What follows belongs to an exercise in optimizing a design on an open flow for small area; a production flow would make more cautious choices.
The RTL was checked by simulation tests, not by an equivalence proof against the original design.
Power is estimated from default activity; no workload was simulated.

job 105:
## dynamic_display_top
module dynamic_display_top(
	input wire sys_clk,
	input wire sys_rst_n,
	input wire stop,
	output wire stcp,
	output wire shcp,
	output wire ds,
	output wire oe
);
For scale: roughly 320 cells after synthesis, ~7 I/O pins.
export LEC_CHECK = 0
export CAP_MARGIN = 0
export CORE_MARGIN = 2
export CORE_UTILIZATION = 40
export SLEW_MARGIN = 0
create_clock -name core_clock -period 10.0 [get_ports {sys_clk}]
standard.sh (not shown) runs the stock make flow with config.mk's settings and CLKGATE_MAP_FILE= SYNTH_SCRIPT=/design/flow/synth_recipe.tcl, a recipe that flattens the netlist after the stock synthesis.
==> flow/flow/run.sh <==
#!/bin/bash
# Layout flow: the standard flow (standard.sh), with three changes:
#  - synthesis maps with an area-oriented ABC script (flow/abc.script)
#    instead of ORFS's delay-oriented one, and without mapping adders to
#    half/full-adder cells first; everything else in synthesis,
#    including the registers it makes, is unchanged;
#  - clock tree synthesis without dummy loads and with small buffers
#    (flow/cts_args);
#  - ports are buffered with the smallest buffer (buf_1).
# Each step's full output goes to its own log file in this folder.
set -euo pipefail
here=$(pwd)
rm -rf scripts_abc
cp -r "$FLOW_HOME/scripts" scripts_abc
cp flow/abc.script scripts_abc/abc_speed.script
cp flow/abc.script scripts_abc/abc_area.script
SCRIPTS_DIR="$here/scripts_abc" bash standard.sh ADDER_MAP_FILE= synth > synth.log 2>&1
CTS="-sink_clustering_enable -repair_clock_nets -dont_use_dummy_load"
if [[ -f flow/cts_args ]]; then CTS=$(cat flow/cts_args); fi
bash standard.sh "CTS_ARGS=$CTS" "BUFFER_PORTS_ARGS=-buffer_cell sky130_fd_sc_hd__buf_1" finish > layout.log 2>&1
==> flow/flow/abc.script <==
strash
&get -n
&deepsyn -T 60
&put
dch -f
amap
topo
==> flow/flow/cts_args <==
-sink_clustering_enable -repair_clock_nets -dont_use_dummy_load -buf_list sky130_fd_sc_hd__clkbuf_4
### job 105 -> job 103
# job 105
export LEC_CHECK = 0
export CAP_MARGIN = 0
export CORE_MARGIN = 2
export CORE_UTILIZATION = 40
export SLEW_MARGIN = 0
create_clock -name core_clock -period 10.0 [get_ports {sys_clk}]
# job 103
export LEC_CHECK = 0
export CAP_MARGIN = 20
export CORE_MARGIN = 2
export CORE_UTILIZATION = 40
export SLEW_MARGIN = 20
create_clock -name core_clock -period 10.0 [get_ports {sys_clk}]
==> summary.txt <==
Diff job 103..job 105 | number of top-level design ports | unchanged. Comparing job 105 with job 103, the width of the die came out essentially unchanged. Delta (job 103 minus job 105): final worst slack closely matched the old numbers, register-to-register slack barely changed, total power ~0 delta, area of the multi-input gates increased by 0.58% relative to the old numbers, sum of routed wire segments on met1 +0.71%.

== 01-13 ==
The RTL this note starts from:
==> flow/design.v <==
module dynamic_display_top(
	input wire sys_clk,
	input wire sys_rst_n,
	input wire stop,
	output wire stcp,
	output wire shcp,
	output reg  ds,
	output wire oe
);
assign oe = ~sys_rst_n;
reg       stop_deb, run_n;
reg [3:0] deb_cnt;
reg [3:0] pre;
wire deb_hit = (stop != stop_deb) && (deb_cnt == 4'd15);
always @(posedge sys_clk or negedge sys_rst_n)
	if (!sys_rst_n) begin
		stop_deb <= 1'b1;
		deb_cnt  <= 4'd0;
	end else begin
		if (stop != stop_deb)
			deb_cnt <= deb_cnt + 1'b1;
		else
			deb_cnt <= 4'd0;
		if (deb_hit)
			stop_deb <= stop;
	end
always @(posedge sys_clk or negedge sys_rst_n)
	if (!sys_rst_n)
		run_n <= 1'b1;
	else if (deb_hit && stop_deb)
		run_n <= ~run_n;
always @(posedge sys_clk or negedge sys_rst_n)
	if (!sys_rst_n)
		pre <= 4'd1;
	else if (run_n)
		pre <= pre + 1'b1;
wire cnt_flag = (pre == 4'd14);
reg [3:0] d0, d1, d2, d3, d4, d5;
wire c0 = cnt_flag;
wire c1 = c0 & d0[0] & d0[3];
wire c2 = c1 & d1[0] & d1[3];
wire c3 = c2 & d2[0] & d2[3];
wire c4 = c3 & d3[0] & d3[3];
wire c5 = c4 & d4[0] & d4[3];
function [3:0] binc(input [3:0] q, input c);
	binc = {q[3] ^ (c & q[0] & (q[3] | (q[1] & q[2]))),
	        q[2] ^ (c & q[0] & q[1]),
	        q[1] ^ (c & q[0] & ~q[3]),
	        q[0] ^ c};
endfunction
always @(posedge sys_clk or negedge sys_rst_n)
	if (!sys_rst_n) begin
		d0 <= 4'd0; d1 <= 4'd0; d2 <= 4'd0;
		d3 <= 4'd0; d4 <= 4'd0; d5 <= 4'd0;
	end else begin
		d0 <= binc(d0, c0);
		d1 <= binc(d1, c1);
		d2 <= binc(d2, c2);
		d3 <= binc(d3, c3);
		d4 <= binc(d4, c4);
		d5 <= binc(d5, c5);
	end
reg [5:0] ph;
reg [2:0] idx;
reg [2:0] c7;
reg [3:0] cvt;
wire step4 = (ph[1:0] == 2'd3);
wire step64 = (ph == 6'd63);
always @(posedge sys_clk or negedge sys_rst_n)
	if (!sys_rst_n) begin
		ph   <= 6'd63;
		idx  <= 3'd6;
		c7   <= 3'd0;
		cvt  <= 4'd10;
	end else begin
		ph <= ph + 1'b1;
		if (step64)
			idx <= (idx == 3'd5) ? 3'd0 : idx + 1'b1;
		if (ph[2:0] == 3'd3)
			c7 <= (c7 == 3'd6) ? 3'd0 : c7 + 1'b1;
		if (step4)
			cvt <= (cvt == 4'd10) ? 4'd0 : cvt + 1'b1;
	end
wire started = (idx != 3'd6);
wire snap   = (cvt == 4'd10) && (ph[1:0] == 2'd2);
wire near   = (ph[5:4] == 2'd0);      
wire [2:0] nidx = idx + 3'd1 + {2'd0, ph[5]};
reg  [2:0] sidx;
always @*
	case (nidx)
		3'd7: sidx = 3'd1;
		3'd6: sidx = 3'd0;
		default: sidx = nidx;
	endcase
reg [3:0] sdig;
always @*
	case (sidx)
		3'd0: sdig = d0;
		3'd1: sdig = d1;
		3'd2: sdig = d2;
		3'd3: sdig = (d3 != 4'd0 || d4 != 4'd0 || d5 != 4'd0) ? d3 : 4'd11;
		3'd4: sdig = (d4 != 4'd0 || d5 != 4'd0) ? d4 : 4'd11;
		default: sdig = (d5 != 4'd0) ? d5 : 4'd11;
	endcase
reg [3:0] qa, qb, disp;
always @(posedge sys_clk)
	if (snap && !near)
		qa <= sdig;
always @(posedge sys_clk or negedge sys_rst_n)
	if (!sys_rst_n)
		qb <= 4'd0;
	else if (snap && near)
		qb <= sdig;
	else if (step64 && started)
		qb <= qa;
always @(posedge sys_clk or negedge sys_rst_n)
	if (!sys_rst_n)
		disp <= 4'd0;
	else if (step64)
		disp <= qb;
reg [7:0] seg;
always @*
	case (disp)
		4'd0 : seg = {1'b1,7'b100_0000};
		4'd1 : seg = {1'b1,7'b111_1001};
		4'd2 : seg = {1'b1,7'b010_0100};
		4'd3 : seg = {1'b1,7'b011_0000};
		4'd4 : seg = {1'b1,7'b001_1001};
		4'd5 : seg = {1'b1,7'b001_0010};
		4'd6 : seg = {1'b1,7'b000_0010};
		4'd7 : seg = {1'b1,7'b111_1000};
		4'd8 : seg = {1'b1,7'b000_0000};
		4'd9 : seg = {1'b1,7'b001_0000};
		default: seg = 8'b1111_1111;
	endcase
wire [2:0] bsel = {c7[1:0], ~ph[2]};
reg ds_n;
always @*
	if (c7 < 3'd3)
		ds_n = (idx == bsel);
	else if (c7 == 3'd3 && ph[2])
		ds_n = (idx != 3'd2);
	else
		case ({c7, ~ph[2]})
			4'd7:  ds_n = seg[6];
			4'd8:  ds_n = seg[5];
			4'd9:  ds_n = seg[4];
			4'd10: ds_n = seg[3];
			4'd11: ds_n = seg[2];
			4'd12: ds_n = seg[1];
			default: ds_n = seg[0];
		endcase
always @(posedge sys_clk or negedge sys_rst_n)
	if (!sys_rst_n)
		ds <= 1'b0;
	else if (step4)
		ds <= ds_n;
assign shcp = started & ph[1];
assign stcp = started & step4 & (c7 == 3'd0) & ph[2];
endmodule
==> flow/config.mk <==
export PLATFORM = sky130hd
export DESIGN_NAME = dynamic_display_top
export DESIGN_NICKNAME = dynamic_display_top
export VERILOG_FILES = /design/flow/design.v
export SDC_FILE = /design/flow/constraint.sdc
export NUM_CORES = 4
export LEC_CHECK = 0
export CAP_MARGIN = 20
export CORE_MARGIN = 2
export CORE_UTILIZATION = 40
export SLEW_MARGIN = 20
==> flow/constraint.sdc <==
create_clock -name core_clock -period 10.0 [get_ports {sys_clk}]
set_input_delay 2.0000 -clock core_clock [delete_from_list [all_inputs] [get_ports {sys_clk}]]
set_output_delay 2.0000 -clock core_clock [all_outputs]
set_load 0.01 [all_outputs]
==> flow/flow/run.sh <==
#!/bin/bash
# Layout flow: the standard flow (standard.sh), with two changes:
#  - synthesis maps with an area-oriented ABC script (flow/abc.script)
#    instead of ORFS's delay-oriented one, and without mapping adders to
#    half/full-adder cells first; everything else in synthesis,
#    including the registers it makes, is unchanged;
#  - clock tree synthesis without dummy loads and with small buffers.
# Each step's full output goes to its own log file in this folder.
set -euo pipefail
here=$(pwd)
rm -rf scripts_abc
cp -r "$FLOW_HOME/scripts" scripts_abc
cp flow/abc.script scripts_abc/abc_speed.script
cp flow/abc.script scripts_abc/abc_area.script
SCRIPTS_DIR="$here/scripts_abc" bash standard.sh ADDER_MAP_FILE= synth > synth.log 2>&1
CTS="-sink_clustering_enable -repair_clock_nets -dont_use_dummy_load"
if [[ -f flow/cts_args ]]; then CTS=$(cat flow/cts_args); fi
bash standard.sh "CTS_ARGS=$CTS" finish > layout.log 2>&1
==> flow/flow/cts_args <==
-sink_clustering_enable -repair_clock_nets -dont_use_dummy_load -buf_list sky130_fd_sc_hd__clkbuf_4 -root_buf sky130_fd_sc_hd__clkbuf_8
Scripts as last shown in full above: flow/flow/abc.script
01-13 | status: complete | timing, DRC, antenna: pass
[inputs] 08-23 vs 01-13
--- a/flow/flow/run.sh
+++ b/flow/flow/run.sh
@@ -18 +18 @@
-bash standard.sh "CTS_ARGS=$CTS" finish > layout.log 2>&1
+bash standard.sh "CTS_ARGS=$CTS" "BUFFER_PORTS_ARGS=-buffer_cell sky130_fd_sc_hd__buf_1" finish > layout.log 2>&1
==> flow/flow/cts_args <==
-sink_clustering_enable -repair_clock_nets -dont_use_dummy_load -buf_list sky130_fd_sc_hd__clkbuf_4
[summary]
- 08-23: PASS, flow complete, no timing, DRC or antenna violations
- NOTE instance area at placement 01-13->08-23 decreased slightly
- Clock share of power ended up 6.5 points lower on 08-23 than on 01-13.
- 08-23 drops more vias than 01-13.
- Summary: with 01-13 as the reference, met3 layer wire length in the routed design in 08-23 moved down by more than a quarter.
- Lower share of final layout cell area taken by clock buffers and inverters was reported by 08-23, not 01-13.
- Comparing 01-13 and 08-23, the higher met2 global-route usage is on 01-13.
- Sort 01-13 and 08-23 by design internal power asc -> top: 08-23
- The run with more routed wire is 01-13, not 08-23.
- Compared 08-23 against 01-13; worst hold slack within noise.

port drivers added, routing unchanged:
No port has a modelled driver above. Below, the same layouts with a new extraction and two added sets of constraints.
Step 1 sets driving cells, clkbuf_16 on the clock port and buf_2 on the other inputs (assumed; they add their load-dependent delay and slew).
Step 2 moves the port delays by t, midway between the first and last clock arrival at a register: inputs arrive t later, outputs are due t later. That takes back most of the time a late clock gives input paths.
a / b / c = ideal / step 1 / step 2; a / b = the first two.
run	t (ns)	setup slack, ns	worst setup path at the end
job 105	0.398	5.039 / 5.017 / 5.017	input to output
job 103	0.398	5.038 / 5.016 / 5.016	input to output
01-13	0.365	4.672 / 4.651 / 4.651	input to output
08-23	0.412	5.024 / 5.000 / 5.000	input to output
After both steps every run listed still meets setup and hold. For 08-23, which loses most, drivers alone change the setup slack by -0.024 ns; drivers and shift together by -0.024 ns.
